This design comes from an exercise in tuning for small area on the open sky130 flow, not from production work. The RTL was checked by simulation tests, not by an equivalence proof against the original design. No activity file was given, so power comes from the tool's default toggle rates.

`flow/design.v`:
```
module register_file #(parameter DATA_WIDTH=32, LOG2_NUM_REGS=4, NUM_REGS=16)
	(
	input                      clk,
	input                      reset_n,
	input  [1:0]               read_en,
	input                      write_en,
	input  [LOG2_NUM_REGS-1:0] raddr_0,
	input  [LOG2_NUM_REGS-1:0] raddr_1,
	input  [LOG2_NUM_REGS-1:0] waddr,
	input  [DATA_WIDTH-1:0]    wdata,
	output [DATA_WIDTH-1:0]    rdata_0,
	output [DATA_WIDTH-1:0]    rdata_1
	);
wire [DATA_WIDTH-1:0] wd = wdata & {DATA_WIDTH{reset_n}};
reg [DATA_WIDTH-1:0] RF [0:NUM_REGS-1];
integer w;
always @(posedge clk)
	if (~reset_n) begin
		for (w = 0; w < NUM_REGS; w = w + 1)
			RF[w] <= wd;
	end
	else if (write_en)
		RF[waddr] <= wd;
wire [15:0] sel_0, sel_1;
wire [DATA_WIDTH-1:0] q [0:15];
genvar r, b;
generate
for (r = 0; r < 16; r = r + 1) begin : g_reg
	assign sel_0[r] = read_en[0] & (raddr_0 == r);
	assign sel_1[r] = read_en[1] & (raddr_1 == r);
	assign q[r] = RF[r];
end
for (b = 0; b < DATA_WIDTH; b = b + 1) begin : g_bit
	wire [15:0] col = {q[15][b], q[14][b], q[13][b], q[12][b],
	                   q[11][b], q[10][b], q[9][b],  q[8][b],
	                   q[7][b],  q[6][b],  q[5][b],  q[4][b],
	                   q[3][b],  q[2][b],  q[1][b],  q[0][b]};
	rb_mux16 u_rd0 (.s(sel_0), .d(col), .y(rdata_0[b]));
	rb_mux16 u_rd1 (.s(sel_1), .d(col), .y(rdata_1[b]));
end
endgenerate
endmodule
module rb_mux16 (input [15:0] s, input [15:0] d, output y);
wire [5:0] n;
wire       a;
rb_aoi222 u0 (.a1(s[0]),  .a2(d[0]),  .b1(s[1]),  .b2(d[1]),  .c1(s[2]),  .c2(d[2]),  .y(n[0]));
rb_aoi222 u1 (.a1(s[3]),  .a2(d[3]),  .b1(s[4]),  .b2(d[4]),  .c1(s[5]),  .c2(d[5]),  .y(n[1]));
rb_aoi222 u2 (.a1(s[6]),  .a2(d[6]),  .b1(s[7]),  .b2(d[7]),  .c1(s[8]),  .c2(d[8]),  .y(n[2]));
rb_aoi222 u3 (.a1(s[9]),  .a2(d[9]),  .b1(s[10]), .b2(d[10]), .c1(s[11]), .c2(d[11]), .y(n[3]));
rb_aoi222 u4 (.a1(s[12]), .a2(d[12]), .b1(s[13]), .b2(d[13]), .c1(s[14]), .c2(d[14]), .y(n[4]));
rb_nand2  u5 (.a(s[15]), .b(d[15]), .y(n[5]));
rb_and3   u6 (.a(n[0]), .b(n[1]), .c(n[2]), .y(a));
rb_nand4  u7 (.a(a), .b(n[3]), .c(n[4]), .d(n[5]), .y(y));
endmodule
module rb_aoi222 (input a1, a2, b1, b2, c1, c2, output y);
assign y = ~((a1 & a2) | (b1 & b2) | (c1 & c2));
endmodule
module rb_nand2 (input a, b, output y);
assign y = ~(a & b);
endmodule
module rb_and3 (input a, b, c, output y);
assign y = a & b & c;
endmodule
module rb_nand4 (input a, b, c, d, output y);
assign y = ~(a & b & c & d);
endmodule
module register_bank  #(parameter NUM_LANES=8, DATA_WIDTH=32, NUM_REGS=16, LOG2_NUM_REGS=4)
			(
			clk, 
			rst_n,
			read_en_0,
			read_en_1, 
			raddr_0,
			raddr_1, 
			write_en, 
			wdata_0,	 
			wdata_1,	 
			wdata_2,	 
			wdata_3,	 
			wdata_4,	 
			wdata_5,	 
			wdata_6,	 
			wdata_7,	 
			rdata_0_0,	 
			rdata_1_0,	 
			rdata_0_1,	 
			rdata_1_1,	 
			rdata_0_2,	 
			rdata_1_2,	 
			rdata_0_3,	 
			rdata_1_3,	 
			rdata_0_4,	 
			rdata_1_4,	 
			rdata_0_5,	 
			rdata_1_5,	 
			rdata_0_6,	 
			rdata_1_6,	 
			rdata_0_7,	 
			rdata_1_7,	 
			waddr
			);
input clk;				 
input rst_n;				 
input [NUM_LANES-1:0] read_en_0; 	 
input [NUM_LANES-1:0] read_en_1;
input [NUM_LANES-1:0] write_en;
input [LOG2_NUM_REGS-1:0] raddr_0;
input [LOG2_NUM_REGS-1:0] raddr_1;
input [LOG2_NUM_REGS-1:0] waddr;
input [DATA_WIDTH-1:0]    wdata_0;	 
input [DATA_WIDTH-1:0]    wdata_1;	 
input [DATA_WIDTH-1:0]    wdata_2;	 
input [DATA_WIDTH-1:0]    wdata_3;	 
input [DATA_WIDTH-1:0]    wdata_4;	 
input [DATA_WIDTH-1:0]    wdata_5;	 
input [DATA_WIDTH-1:0]    wdata_6;	 
input [DATA_WIDTH-1:0]    wdata_7;	 
output [DATA_WIDTH-1:0]    rdata_0_0;	 
output [DATA_WIDTH-1:0]    rdata_1_0;	 
output [DATA_WIDTH-1:0]    rdata_0_1;	 
output [DATA_WIDTH-1:0]    rdata_1_1;	 
output [DATA_WIDTH-1:0]    rdata_0_2;	 
output [DATA_WIDTH-1:0]    rdata_1_2;	 
output [DATA_WIDTH-1:0]    rdata_0_3;	 
output [DATA_WIDTH-1:0]    rdata_1_3;	 
output [DATA_WIDTH-1:0]    rdata_0_4;	 
output [DATA_WIDTH-1:0]    rdata_1_4;	 
output [DATA_WIDTH-1:0]    rdata_0_5;	 
output [DATA_WIDTH-1:0]    rdata_1_5;	 
output [DATA_WIDTH-1:0]    rdata_0_6;	 
output [DATA_WIDTH-1:0]    rdata_1_6;	 
output [DATA_WIDTH-1:0]    rdata_0_7;	 
output [DATA_WIDTH-1:0]    rdata_1_7;	 
register_file 		#(.DATA_WIDTH(32), 
                          .NUM_REGS(16),
                          .LOG2_NUM_REGS(4))
		RF_LANE_0(
			.clk(clk),
			.reset_n(rst_n),
			.read_en({read_en_1[0], read_en_0[0]}),
			.write_en(write_en[0]),
			.raddr_0(raddr_0),
			.raddr_1(raddr_1),
			.waddr(waddr),
			.wdata(wdata_0),
			.rdata_0(rdata_0_0),
			.rdata_1(rdata_1_0)
			);
register_file 		#(.DATA_WIDTH(32), 
			  .NUM_REGS(16),
			  .LOG2_NUM_REGS(4))
		RF_LANE_1(
			.clk(clk),
			.reset_n(rst_n),
			.read_en({read_en_1[1], read_en_0[1]}),
			.write_en(write_en[1]),
			.raddr_0(raddr_0),
			.raddr_1(raddr_1),
			.waddr(waddr),
			.wdata(wdata_1),
			.rdata_0(rdata_0_1),
			.rdata_1(rdata_1_1)
			);
register_file 		#(.DATA_WIDTH(32), 
                          .NUM_REGS(16),
                          .LOG2_NUM_REGS(4))
		RF_LANE_2(
			.clk(clk),
			.reset_n(rst_n),
			.read_en({read_en_1[2], read_en_0[2]}),
			.write_en(write_en[2]),
			.raddr_0(raddr_0),
			.raddr_1(raddr_1),
			.waddr(waddr),
			.wdata(wdata_2),
			.rdata_0(rdata_0_2),
			.rdata_1(rdata_1_2)
			);
register_file 		#(.DATA_WIDTH(32), 
                          .NUM_REGS(16),
                          .LOG2_NUM_REGS(4))
		RF_LANE_3(
			.clk(clk),
			.reset_n(rst_n),
			.read_en({read_en_1[3], read_en_0[3]}),
			.write_en(write_en[3]),
			.raddr_0(raddr_0),
			.raddr_1(raddr_1),
			.waddr(waddr),
			.wdata(wdata_3),
			.rdata_0(rdata_0_3),
			.rdata_1(rdata_1_3)
			);
register_file 		#(.DATA_WIDTH(32), 
                          .NUM_REGS(16),
                          .LOG2_NUM_REGS(4))
		RF_LANE_4(
			.clk(clk),
			.reset_n(rst_n),
			.read_en({read_en_1[4], read_en_0[4]}),
			.write_en(write_en[4]),
			.raddr_0(raddr_0),
			.raddr_1(raddr_1),
			.waddr(waddr),
			.wdata(wdata_4),
			.rdata_0(rdata_0_4),
			.rdata_1(rdata_1_4)
			);
register_file 		#(.DATA_WIDTH(32), 
                          .NUM_REGS(16),
                          .LOG2_NUM_REGS(4))
		RF_LANE_5 (
			.clk(clk),
			.reset_n(rst_n),
			.read_en({read_en_1[5], read_en_0[5]}),
			.write_en(write_en[5]),
			.raddr_0(raddr_0),
			.raddr_1(raddr_1),
			.waddr(waddr),
			.wdata(wdata_5),
			.rdata_0(rdata_0_5),
			.rdata_1(rdata_1_5)
			);
register_file 		#(.DATA_WIDTH(32), 
                          .NUM_REGS(16),
                          .LOG2_NUM_REGS(4))
		RF_LANE_6(
			.clk(clk),
			.reset_n(rst_n),
			.read_en({read_en_1[6], read_en_0[6]}),
			.write_en(write_en[6]),
			.raddr_0(raddr_0),
			.raddr_1(raddr_1),
			.waddr(waddr),
			.wdata(wdata_6),
			.rdata_0(rdata_0_6),
			.rdata_1(rdata_1_6)
			);
register_file 		#(.DATA_WIDTH(32), 
                          .NUM_REGS(16),
                          .LOG2_NUM_REGS(4))
		RF_LANE_7(
			.clk(clk),
			.reset_n(rst_n),
			.read_en({read_en_1[7], read_en_0[7]}),
			.write_en(write_en[7]),
			.raddr_0(raddr_0),
			.raddr_1(raddr_1),
			.waddr(waddr),
			.wdata(wdata_7),
			.rdata_0(rdata_0_7),
			.rdata_1(rdata_1_7)
			);
endmodule			
```
`flow/flow/run.sh`:
```
#!/bin/bash
# Standard ORFS layout with three changes:
#  - ports are buffered with the smallest buffer;
#  - after placement, flow/downsize.tcl makes over-sized gates and buffers
#    smaller where slew, capacitance and setup slack keep a margin;
#  - the clock tree uses small clock buffers in clusters of about 9
#    registers, without dummy loads (the design has no register-to-register
#    paths, so the tree needs no balancing).
set -e
cp standard.sh standard_sh.log
export BUFFER_PORTS_ARGS="-buffer_cell sky130_fd_sc_hd__buf_1"
export CTS_ARGS="-sink_clustering_enable -repair_clock_nets -dont_use_dummy_load -buf_list sky130_fd_sc_hd__clkbuf_4 -root_buf sky130_fd_sc_hd__clkbuf_8 -sink_clustering_size 9 -sink_clustering_max_diameter 50"
bash standard.sh place > standard_place.log 2>&1
openroad -no_init -exit flow/place_downsize.tcl > downsize.log 2>&1
bash standard.sh > standard.log 2>&1
```
`flow/flow/downsize.tcl`:
```
# Area recovery after placement (run on 3_place.odb, before clock tree
# synthesis). Two kinds of cell are made smaller, keeping function and pins:
#  1. a gate or buffer that drives a single input pin is set to the
#     smallest drive strength of its family;
set db [ord::get_db]
set block [ord::get_db_block]
estimate_parasitics -placement

proc family_sizes {db m} {
  if {![regexp {^(sky130_fd_sc_hd__[a-z0-9]+)_([0-9]+)$} $m -> fam sz]} { return {} }
  if {[regexp {clkbuf|clkinv|dfxtp|dfrtp|edfxtp|tap|fill|decap|diode|conb|dly|lpflow} $fam]} { return {} }
  set out {}
  for {set s 0} {$s < $sz} {incr s} {
    set nm [$db findMaster ${fam}_$s]
    if {$nm != "NULL" && $nm != ""} { lappend out $nm }
  }
  return $out
}

proc out_net {inst} {
  foreach it [$inst getITerms] {
    if {[$it isOutputSignal]} { return [$it getNet] }
  }
  return "NULL"
}

proc is_clock_inst {inst} {
  foreach it [$inst getITerms] {
    set net [$it getNet]
    if {$net != "NULL" && [$net getSigType] == "CLOCK"} { return 1 }
  }
  return 0
}

proc sink_count {net} {
  set n [llength [$net getBTerms]]
  foreach l [$net getITerms] { if {[$l isInputSignal]} { incr n } }
  return $n
}

proc area_um2 {block} {
  set a 0.0
  foreach inst [$block getInsts] {
    set mm [$inst getMaster]
    if {[$mm getType] eq "CORE"} { set a [expr {$a + double([$mm getWidth])*[$mm getHeight]}] }
  }
  set dbu [$block getDbUnitsPerMicron]
  return [expr {$a/$dbu/$dbu}]
}

set a0 [area_um2 $block]
set wns0 [sta::worst_slack_cmd max]
puts "downsize: area $a0 wns $wns0 slew viol [sta::max_slew_violation_count] cap viol [sta::max_capacitance_violation_count]"

# 1. single-sink drivers
set single {}
foreach inst [$block getInsts] {
  set sizes [family_sizes $db [[$inst getMaster] getName]]
  if {[llength $sizes] == 0} continue
  if {[is_clock_inst $inst]} continue
  set net [out_net $inst]
  if {$net == "NULL"} continue
  if {[sink_count $net] != 1} continue
  set om [$inst getMaster]
  if {[$inst swapMaster [lindex $sizes 0]]} { lappend single [list $inst $om] }
}
estimate_parasitics -placement
puts "downsize: single-sink drivers made smaller: [llength $single]; area [area_um2 $block] wns [sta::worst_slack_cmd max]"

set bufs {}
for {set pass 0} {$pass < 1} {incr pass} {
# 2. multi-sink cells, one size down, with margin
set cur {}
foreach inst [$block getInsts] {
  set m [[$inst getMaster] getName]
  set sizes [family_sizes $db $m]
  if {[llength $sizes] == 0} continue
  if {[is_clock_inst $inst]} continue
  set net [out_net $inst]
  if {$net == "NULL" || [sink_count $net] < 2} continue
  set om [$inst getMaster]
  if {[$inst swapMaster [lindex $sizes end]]} { lappend cur [list $inst $om $net] }
}
estimate_parasitics -placement
set nrev 0
foreach b $cur {
  lassign $b inst om net
  set ok 1
  foreach it [$net getITerms] {
    set pin [sta::find_pin [[$it getInst] getName]/[[$it getMTerm] getName]]
    foreach e {rise fall} { if {[get_property $pin slew_max_$e] > 1.1} { set ok 0 } }
  }
  if {!$ok} { $inst swapMaster $om; incr nrev }
}
estimate_parasitics -placement
set bufs [concat $bufs $cur]
puts "downsize: multi-sink cells tried [llength $cur], undone $nrev; area [area_um2 $block] wns [sta::worst_slack_cmd max]"

}
# capacitance margin: undo any buffer whose driver pin is within 25% of max cap
set nrev2 0
sta::redirect_string_begin
report_check_types -max_capacitance -max_count 100000
set rep [sta::redirect_string_end]
set tight [dict create]
foreach line [split $rep "\n"] {
  if {[regexp {^(\S+)/[A-Z]+\s+([0-9.]+)\s+([0-9.]+)\s+(-?[0-9.]+)} $line -> iname lim cap sl]} {
    if {$cap > 0.75 * $lim} { dict set tight $iname 1 }
  }
}
foreach b [lreverse $bufs] {
  lassign $b inst om net
  if {[$inst getMaster] ne $om && [dict exists $tight [$inst getName]]} { $inst swapMaster $om; incr nrev2 }
}
estimate_parasitics -placement
puts "downsize: undone for capacitance margin $nrev2"

if {[sta::worst_slack_cmd max] < 0.3e-9} {
  puts "downsize: slack too small, undoing buffer changes"
  foreach b [lreverse $bufs] { lassign $b inst om net; $inst swapMaster $om }
  estimate_parasitics -placement
}
if {[sta::worst_slack_cmd max] < 0.3e-9} {
  puts "downsize: slack too small, undoing single-sink changes"
  foreach b $single { lassign $b inst om; $inst swapMaster $om }
  estimate_parasitics -placement
}
puts "downsize: final area [area_um2 $block] wns [sta::worst_slack_cmd max] slew viol [sta::max_slew_violation_count] cap viol [sta::max_capacitance_violation_count]"
report_check_types -max_slew -max_capacitance -max_count 3
```
`flow/flow/place_downsize.tcl`:
```
# Runs flow/downsize.tcl on the placed design and writes it back, so that
# the rest of the standard flow (clock tree, routing) continues from it.
set res orfs/results/sky130hd/register_bank/base
read_liberty $::env(FLOW_HOME)/platforms/sky130hd/lib/sky130_fd_sc_hd__tt_025C_1v80.lib
read_db $res/3_place.odb
read_sdc $res/3_place.sdc
source $::env(FLOW_HOME)/platforms/sky130hd/setRC.tcl
source flow/downsize.tcl
write_db $res/3_place.odb
```
`flow/standard.sh`:
```
#!/bin/bash
# synth_recipe.tcl (not shown) runs the flow's synth.tcl, then flattens the netlist and writes it again
# the make line also repeats each setting of config.mk as NAME=value (left out here)
make -C /OpenROAD-flow-scripts/flow DESIGN_CONFIG=/design/flow/config.mk WORK_HOME=/design/flow/orfs CLKGATE_MAP_FILE= SYNTH_SCRIPT=/design/flow/synth_recipe.tcl "${@:-finish}"
```
`flow/config.mk`:
```
export PLATFORM = sky130hd
export DESIGN_NAME = register_bank
export DESIGN_NICKNAME = register_bank
export VERILOG_FILES = /design/flow/design.v
export SDC_FILE = /design/flow/constraint.sdc
export NUM_CORES = 4
export LEC_CHECK = 0
export CAP_MARGIN = 5
export CORE_MARGIN = 2
export CORE_UTILIZATION = 45
export SLEW_MARGIN = 5
export SYNTH_HIERARCHICAL = 1
```
`flow/constraint.sdc`:
```
create_clock -name core_clock -period 8.0 [get_ports {clk}]
set_input_delay 1.6000 -clock core_clock [delete_from_list [all_inputs] [get_ports {clk}]]
set_output_delay 1.6000 -clock core_clock [all_outputs]
set_load 0.01 [all_outputs]
```
==> flow_metrics.env, run 1 <==
export IMPL_core_area_um2=358400
export IMPL_cts_resized=0
export IMPL_worstHoldPathCells=2
export IMPL_min_from="wdata_1[27]"
export IMPL_combPwrFrac_pct=8.8
export IMPL_syn_area_um2=161600
export IMPL_ys_warn_count=7
export IMPL_power_density_nw_per_um2=224.9
export IMPL_tritoncts="done"
export IMPL_grt_max_degree=112
export IMPL_crit_fanout=32
export IMPL_stdcell_area_um2=178300
export IMPL_cts_sinks=4096
export IMPL_start_util_pct=45.10
export IMPL_drv_slew=0
export IMPL_crit_chain="buf_2 -> nand3_1 -> nor2_2 -> buf_2 -> a222oi_1 -> nand4_1 -> buf_1"
export IMPL_dieArea_um2=364000
export IMPL_portBuffers=805
export IMPL_rows=220
export IMPL_dpl_hpwl_um=351100
export IMPL_max_slew_margin_pct=10.74
export IMPL_synth_area_per_cell_um2=17.86
export IMPL_critPathKind="input port to output pin"
export IMPL_crit_buf_inv=3
export IMPL_postCtsSetupRepairBufs=0
export IMPL_power_leakage_nw=53.94
export IMPL_endpoint_kind="output pin"
export IMPL_maxCapViolCount=0
export IMPL_setup_violations=0
export IMPL_fin_tns_setup_ns=0
export IMPL_antenna_found_initial=79
export IMPL_placed_area_um2=176800
export IMPL_crit_required_ns=6.40
export IMPL_synth_fp_nets=9342
export IMPL_timing_hold_violations_final=0
export IMPL_cp_common_cell="buf_2"
export IMPL_clkPwrFrac_pct=24.7
export IMPL_seqPwrFrac_pct=66.5
export IMPL_grtUsageTotal_pct=32.21
export IMPL_drc_errors=0
export IMPL_cts_buffers=544
export IMPL_min_to="RF_LANE_1.RF[15][27]"
export IMPL_firstDrtPassIters=14
export IMPL_vias=119900
export IMPL_drt_iter0_markers=28140
export IMPL_num_io_pins=806
export IMPL_routed_wl_um=613700
export IMPL_fillers=30040
export IMPL_routabilityCongestion=0.8569
export IMPL_min_path_type="input port to register"
export IMPL_p_int_w=0.02971
export IMPL_power_switching_w=0.01039
export IMPL_status="finished clean"
export IMPL_mostFrequentLayoutCells="edfxtp_1 (4096), a222oi_1 (2560), buf_1 (794), clkbuf_4 (548), nand2_1 (536)"
export IMPL_die_h_um=603.3
export IMPL_drtAntennaViolNets=0
export IMPL_critPathTopFamily="buffers and inverters"
export IMPL_grt_pass1_wl_um=844100
export IMPL_area_growth_pct=10.33
export IMPL_critPathMaxStageDelay_ns=1.04
export IMPL_wire_per_inst_um=39.28
export IMPL_cp_slowest_cell="nor2_2"
export IMPL_startpoint_type="input port"
export IMPL_clock_fmax_ghz=0.1383
export IMPL_ctsHoldBuffers=0
export IMPL_max_vdd_ir_drop_v=0.0001473
export IMPL_drive_above_1_share_pct=11.06
export IMPL_die_x_um=603.3
export IMPL_fin_crit_ns=7.228
export IMPL_vias_per_cell=7.676
export IMPL_synth_cell_types=19
export IMPL_path_clk_slew_ns=0.09
export IMPL_final_common_cell="edfxtp_1"
export IMPL_critPathArrivalTime_ns=5.63
export IMPL_ys_seq_area_share_pct=76.10
export IMPL_grt_pass1_vias=116900
export IMPL_synth_cells=9048
export IMPL_finalNetCount=11090
export IMPL_grt_overflow_total=0
export IMPL_grt_setup_unrepaired="false"
export IMPL_htree_levels=6
export IMPL_ys_ff_latch=4096
export IMPL_worst_pin_slew_ns=1.336
export IMPL_fin_crit_sh_pct=90.36
export IMPL_clk_path_buf_depth=4
export IMPL_switching_share_pct=25.91
export IMPL_cts_root_buf="clkbuf_8"
-- cell families after synthesis --
logic type      synth area share, %
simple gates                  7.549
flops                         76.10
buf+inv                     0.09909
compound gates                16.25
-- power groups by stage --
stage / combinational (W) / sequential [W] / clock [W]
6_report: 0.00354 / 0.0267 / 0.00989
3_5_place_dp: 0.00359 / 0.0271 / 0
2_1_floorplan: 0.00163 / 0.0269 / 0
5_1_grt: 0.00364 / 0.0269 / 0.0108
3_3_place_gp: 0.00354 / 0.0269 / 0
4_1_cts: 0.00347 / 0.0266 / 0.00997
-- worst max path at each step --
stage | cells past startpoint | from | endpoint | slack, ns
finish | 7 | raddr_1[2] | rdata_1_5[31] | 0.77
global route | 7 | raddr_1[3] | rdata_1_5[29] | 0.78
CTS | 7 | raddr_1[2] | rdata_1_5[30] | 0.89
detailed placement | 8 | raddr_0[2] | rdata_0_0[29] | 1.15
global placement | 8 | raddr_0[2] | rdata_0_0[29] | 1.18
floorplan | 5 | raddr_0[2] | rdata_0_0[0] | 2.34
-- per-module statistics from Yosys, one instance, submodules excluded, a selection --
| module | copies in the design | flip-flops and latches | cells |
|---|---|---|---|
| rb_and3 | 512 | 0 | 1 |
| rb_aoi222 | 2560 | 0 | 1 |
| rb_nand2 | 512 | 0 | 1 |
| rb_nand4 | 512 | 0 | 1 |
-- cells in the mapped netlist --
master,count,area [um^2]
edfxtp_1,4096,123000
a222oi_1,2560,25620
nand2_1,536,2012
and3_1,512,3203
nand4_1,512,3203
and2_1,256,1602
nor2_1,192,720.7
o21ai_0,96,480.5
nand2b_1,48,300.3
nand3b_1,48,360.4
nor3_1,48,240.2
clkbuf_1,32,120.1
o21ai_1,32,160.2
nand3_1,24,120.1
nor3_2,16,160.2
or3b_1,16,140.1
buf_2,8,40.04
or2_2,8,50.05
or3b_4,8,90.09
-- per-stage QoR --
step | hold slack [ns] | power [W] | setup WS (ns) | utilization, % | cells
2_1_floorplan | 2.028 | 0.02853 | 2.339 | - | 9048
3_3_place_gp | 2.169 | 0.03049 | 1.181 | 49.33 | 15020
3_5_place_dp | 2.186 | 0.03070 | 1.148 | 49.33 | 15020
4_1_cts | 0.6977 | 0.04007 | 0.8943 | 49.71 | 15560
5_1_grt | 0.7741 | 0.04126 | 0.7767 | 49.74 | 15610
6_report | 0.8388 | 0.04010 | 0.7715 | 49.76 | 15630
-- final cells by class --
cell class	instances	area (um^2)	share of cell area (%)
clock buffer	544	4090	2.294
sequential	4096	123000	68.97
multi-input combinational	4912	39600	22.21
tap	4773	5972	3.349
antenna	62	155.1	0.08700
timing repair buffer	1238	5505	3.087
-- routing by layer --
| layer | GRT usage (%) | vias to the layer above | routed length (um) |
|---|---|---|---|
| li1 | - | 47230 | - |
| met1 | 40.40 | 59650 | 205600 |
| met2 | 49.57 | 10840 | 276800 |
| met3 | 8.257 | 2202 | 86490 |
| met4 | 21.33 | 26 | 44510 |
| met5 | 0.3568 | - | 326 |
-- registers in the layout (all words and copies together) (netlist names) --
register	cells
RF_LANE_4.RF	512
RF_LANE_6.RF	512
RF_LANE_7.RF	512
RF_LANE_0.RF	512
RF_LANE_3.RF	512
RF_LANE_1.RF	512
RF_LANE_5.RF	512
RF_LANE_2.RF	512
==> inputs of run 2 (changes only) <==
==> flow/flow/run.sh (replaced) <==
#!/bin/bash
# Standard ORFS layout with three changes:
#  - ports are buffered with the smallest buffer;
#  - after placement, flow/downsize.tcl makes over-sized gates and buffers
#    smaller where slew, capacitance and setup slack keep a margin;
#  - the clock tree uses small clock buffers in clusters of about 10
#    registers, without dummy loads (the design has no register-to-register
#    paths, so the tree needs no balancing).
set -e
cp standard.sh standard_sh.log
export BUFFER_PORTS_ARGS="-buffer_cell sky130_fd_sc_hd__buf_1"
export CTS_ARGS="-sink_clustering_enable -repair_clock_nets -dont_use_dummy_load -buf_list sky130_fd_sc_hd__clkbuf_4 -root_buf sky130_fd_sc_hd__clkbuf_8 -sink_clustering_size 10 -sink_clustering_max_diameter 50"
bash standard.sh place > standard_place.log 2>&1
openroad -no_init -exit flow/place_downsize.tcl > downsize.log 2>&1
bash standard.sh > standard.log 2>&1
==> flow_metrics.env, run 2 <==
export IMPL_status="finished clean"
export IMPL_portBuffers=805
export IMPL_yosys_top_cells_area="edfxtp_1 (76%), a222oi_1 (16%), and3_1 (2.0%)"
export IMPL_ys_ff_latch=4096
export IMPL_grt_setup_unrepaired="false"
export IMPL_syn_area_um2=161600
export IMPL_vias_per_cell=7.675
export IMPL_fillers=30030
export IMPL_synth_fp_nets=9342
export IMPL_die_h_um=603.3
export IMPL_critPathArrivalTime_ns=5.63
export IMPL_drc_errors=0
export IMPL_grtUsageTotal_pct=32.13
export IMPL_synth_cells=9048
export IMPL_fin_crit_ns=7.234
export IMPL_cp_slowest_cell="nor2_2"
export IMPL_synth_edff_count=4096
export IMPL_cts_root_buf="clkbuf_8"
export IMPL_dieArea_um2=364000
export IMPL_wire_per_inst_um=39.36
export IMPL_utilization_pct=49.67
export IMPL_crit_fanout=32
export IMPL_crit_chain="buf_2 -> nand3_1 -> nor2_2 -> buf_2 -> a222oi_1 -> nand4_1 -> buf_1"
export IMPL_crit_required_ns=6.40
export IMPL_power_leakage_nw=53.69
export IMPL_mostFrequentLayoutCells="edfxtp_1 (4096), a222oi_1 (2560), buf_1 (794), nand2_1 (536)"
export IMPL_synth_xor_area_share_pct=0
export IMPL_endpoint_kind="output pin"
export IMPL_die_x_um=603.3
export IMPL_grt_max_degree=112
export IMPL_clkPwrFrac_pct=24.0
export IMPL_fin_tns_setup_ns=0
export IMPL_rows=220
export IMPL_synth_mux_area_share_pct=0
export IMPL_grt_overflow_total=0
export IMPL_synth_flop_cell="edfxtp_1"
export IMPL_ys_seq_area_share_pct=76.10
export IMPL_drt_iter0_markers=28140
export IMPL_min_path_type="input port to register"
export IMPL_drtAntennaViolNets=0
export IMPL_yosys_top_cells_count="edfxtp_1 (4096), a222oi_1 (2560), nand2_1 (536)"
export IMPL_synth_cell_types=19
export IMPL_timing_hold_violations_final=0
export IMPL_start_util_pct=45.10
export IMPL_cts_buffers=473
export IMPL_max_vdd_ir_drop_v=0.0001345
export IMPL_ctsHoldBuffers=0
export IMPL_multi_input_area_um2=39600
export IMPL_combPwrFrac_pct=8.9
export IMPL_routed_wl_um=612400
export IMPL_clock_fmax_ghz=0.1382
export IMPL_grt_pass1_wl_um=841800
export IMPL_seqPwrFrac_pct=67.1
export IMPL_synth_area_per_cell_um2=17.86
export IMPL_finalNetCount=11020
export IMPL_fin_crit_sh_pct=90.43
export IMPL_routabilityCongestion=0.8569
export IMPL_synth_top_cell_area_share_pct=76.10
export IMPL_core_area_um2=358400
export IMPL_synth_fa_ha_area_share_pct=0
export IMPL_cp_common_cell="buf_2"
export IMPL_antenna_found_initial=74
export IMPL_vias=119400
export IMPL_power_switching_w=0.01026
export IMPL_grt_pass1_vias=116200
export IMPL_synthSimpleGateAreaFrac_pct=7.549
export IMPL_num_io_pins=806
export IMPL_max_slew_margin_pct=11.39
export IMPL_critPathMaxStageDelay_ns=1.01
export IMPL_cts_resized=0
export IMPL_clk_path_buf_depth=4
export IMPL_final_common_cell="edfxtp_1"
export IMPL_cts_sinks=4096
export IMPL_critPathKind="input port to output pin"
export IMPL_yosysMostFrequentCell="edfxtp_1"
export IMPL_p_int_w=0.02948
export IMPL_postCtsSetupRepairBufs=0
export IMPL_firstDrtPassIters=17
export IMPL_ys_async_sr_fraction_pct=0
export IMPL_area_growth_pct=10.13
export IMPL_power_density_nw_per_um2=223.3
export IMPL_drv_slew=0
export IMPL_switching_share_pct=25.82
export IMPL_maxCapViolCount=0
export IMPL_path_clk_slew_ns=0.11
export IMPL_yosysTopAreaCell="edfxtp_1"
export IMPL_seqCellArea_um2=123000
export IMPL_worst_pin_slew_ns=1.326
export IMPL_synth_top_family_by_area="compound AO/OA/AOI/OAI gates"
export IMPL_htree_levels=5
export IMPL_ys_warn_count=7
export IMPL_startpoint_type="input port"
export IMPL_setup_violations=0
export IMPL_dpl_hpwl_um=351100
export IMPL_drive_above_1_share_pct=10.47
export IMPL_tritoncts="done"
export IMPL_synth_compound_area_share_pct=16.25
==> run 2: cell counts after synthesis <==
No cell type changed its count.
==> run 2: per-stage QoR <==
stage          power (W)  hold WS [ns]  cells  cell area [um^2]  setup slack, ns
2_1_floorplan    0.02853         2.028   9048            161600            2.339
3_3_place_gp     0.03049         2.169  15020            176800            1.181
3_5_place_dp     0.03070         2.186  15020            176800            1.148
4_1_cts          0.03970        0.8266  15490            177800           0.8943
5_1_grt          0.04087        0.9086  15530            177900           0.7763
6_report         0.03974        0.9342  15560            178000           0.7658
==> run 2: per-module statistics from Yosys (local to each module, per instance), a selection <==
module     area, um^2  copies in the design
rb_and3         6.256                   512
rb_aoi222       10.01                  2560
rb_nand2        3.754                   512
rb_nand4        6.256                   512
==> run 2: cell families (layout without fill, tap and decap cells) <==
logic type             Yosys count  in the layout
AOI/OAI and AO/OA             2688           2688
buffers and inverters           40           1711
DFF                           4096           4096
other                            0             66
and+or+nand+nor               2224           2224
==> run 2: power by group through the flow <==
stage          logic [W]  registers (W)  clock network (W)
2_1_floorplan    0.00163         0.0269                  0
3_5_place_dp     0.00359         0.0271                  0
4_1_cts          0.00347         0.0266            0.00960
6_report         0.00355         0.0267            0.00952
3_3_place_gp     0.00354         0.0269                  0
5_1_grt          0.00364         0.0269             0.0104
==> run 2: final cells by class <==
type	count	area share, %
Antenna cell	66	0.09278
Clock buffer	473	2.111
Multi-Input combinational cell	4912	22.25
Sequential cell	4096	69.10
Tap cell	4773	3.355
Timing Repair Buffer	1238	3.093
==> run 2: routing by layer <==
layer	wire, um	up-vias	global-route usage [%]
li1	-	47030	-
met1	205300	59520	40.43
met2	276000	10800	49.44
met3	86610	2038	7.999
met4	44340	16	21.35
met5	89	-	0.4228
==> run 2: final timing paths <==
check	start	to	slack, ns	cells after the start
max	raddr_1[3]	rdata_1_5[2]	0.77	7
min	write_en[4]	RF_LANE_4.RF[3][0]	0.93	3
==> run 2: critical path, delay by kind of cell <==
family	cells	cell delay, ns
buf+inv	3	2.11
simple gates	3	1.66
compound gates	1	0.20

-- static timing again, ports no longer ideal --
Ports are ideal in the flow. The routed layouts listed here were re-timed in OpenROAD.
Step 1 sets driving cells, clkbuf_16 on the clock port and buf_2 on the other inputs (assumed; they add their load-dependent delay and slew).
Step 2 adds t to the input delays and takes it off the output delays; t is the mean of the earliest and latest rising clock arrival at the registers after step 1. Input paths then give back, and output paths get back, about the clock's delay inside the block.
a / b / c = ideal ports / drivers / drivers and shift; a / b = the first two.
| run | t (ns) | setup slack, ns | slew at the worst register clock pin (ns) |
|---|---|---|---|
| run 1 | 1.488 | 0.772 / 0.623 / 0.623 | 0.11 / 0.11 |
| run 2 | 1.356 | 0.766 / 0.635 / 0.635 | 0.12 / 0.12 |
After both steps setup and hold are still met in every run listed. The setup slack of run 1, which loses most, moves by -0.149 ns with the drivers and by -0.149 ns with both steps.
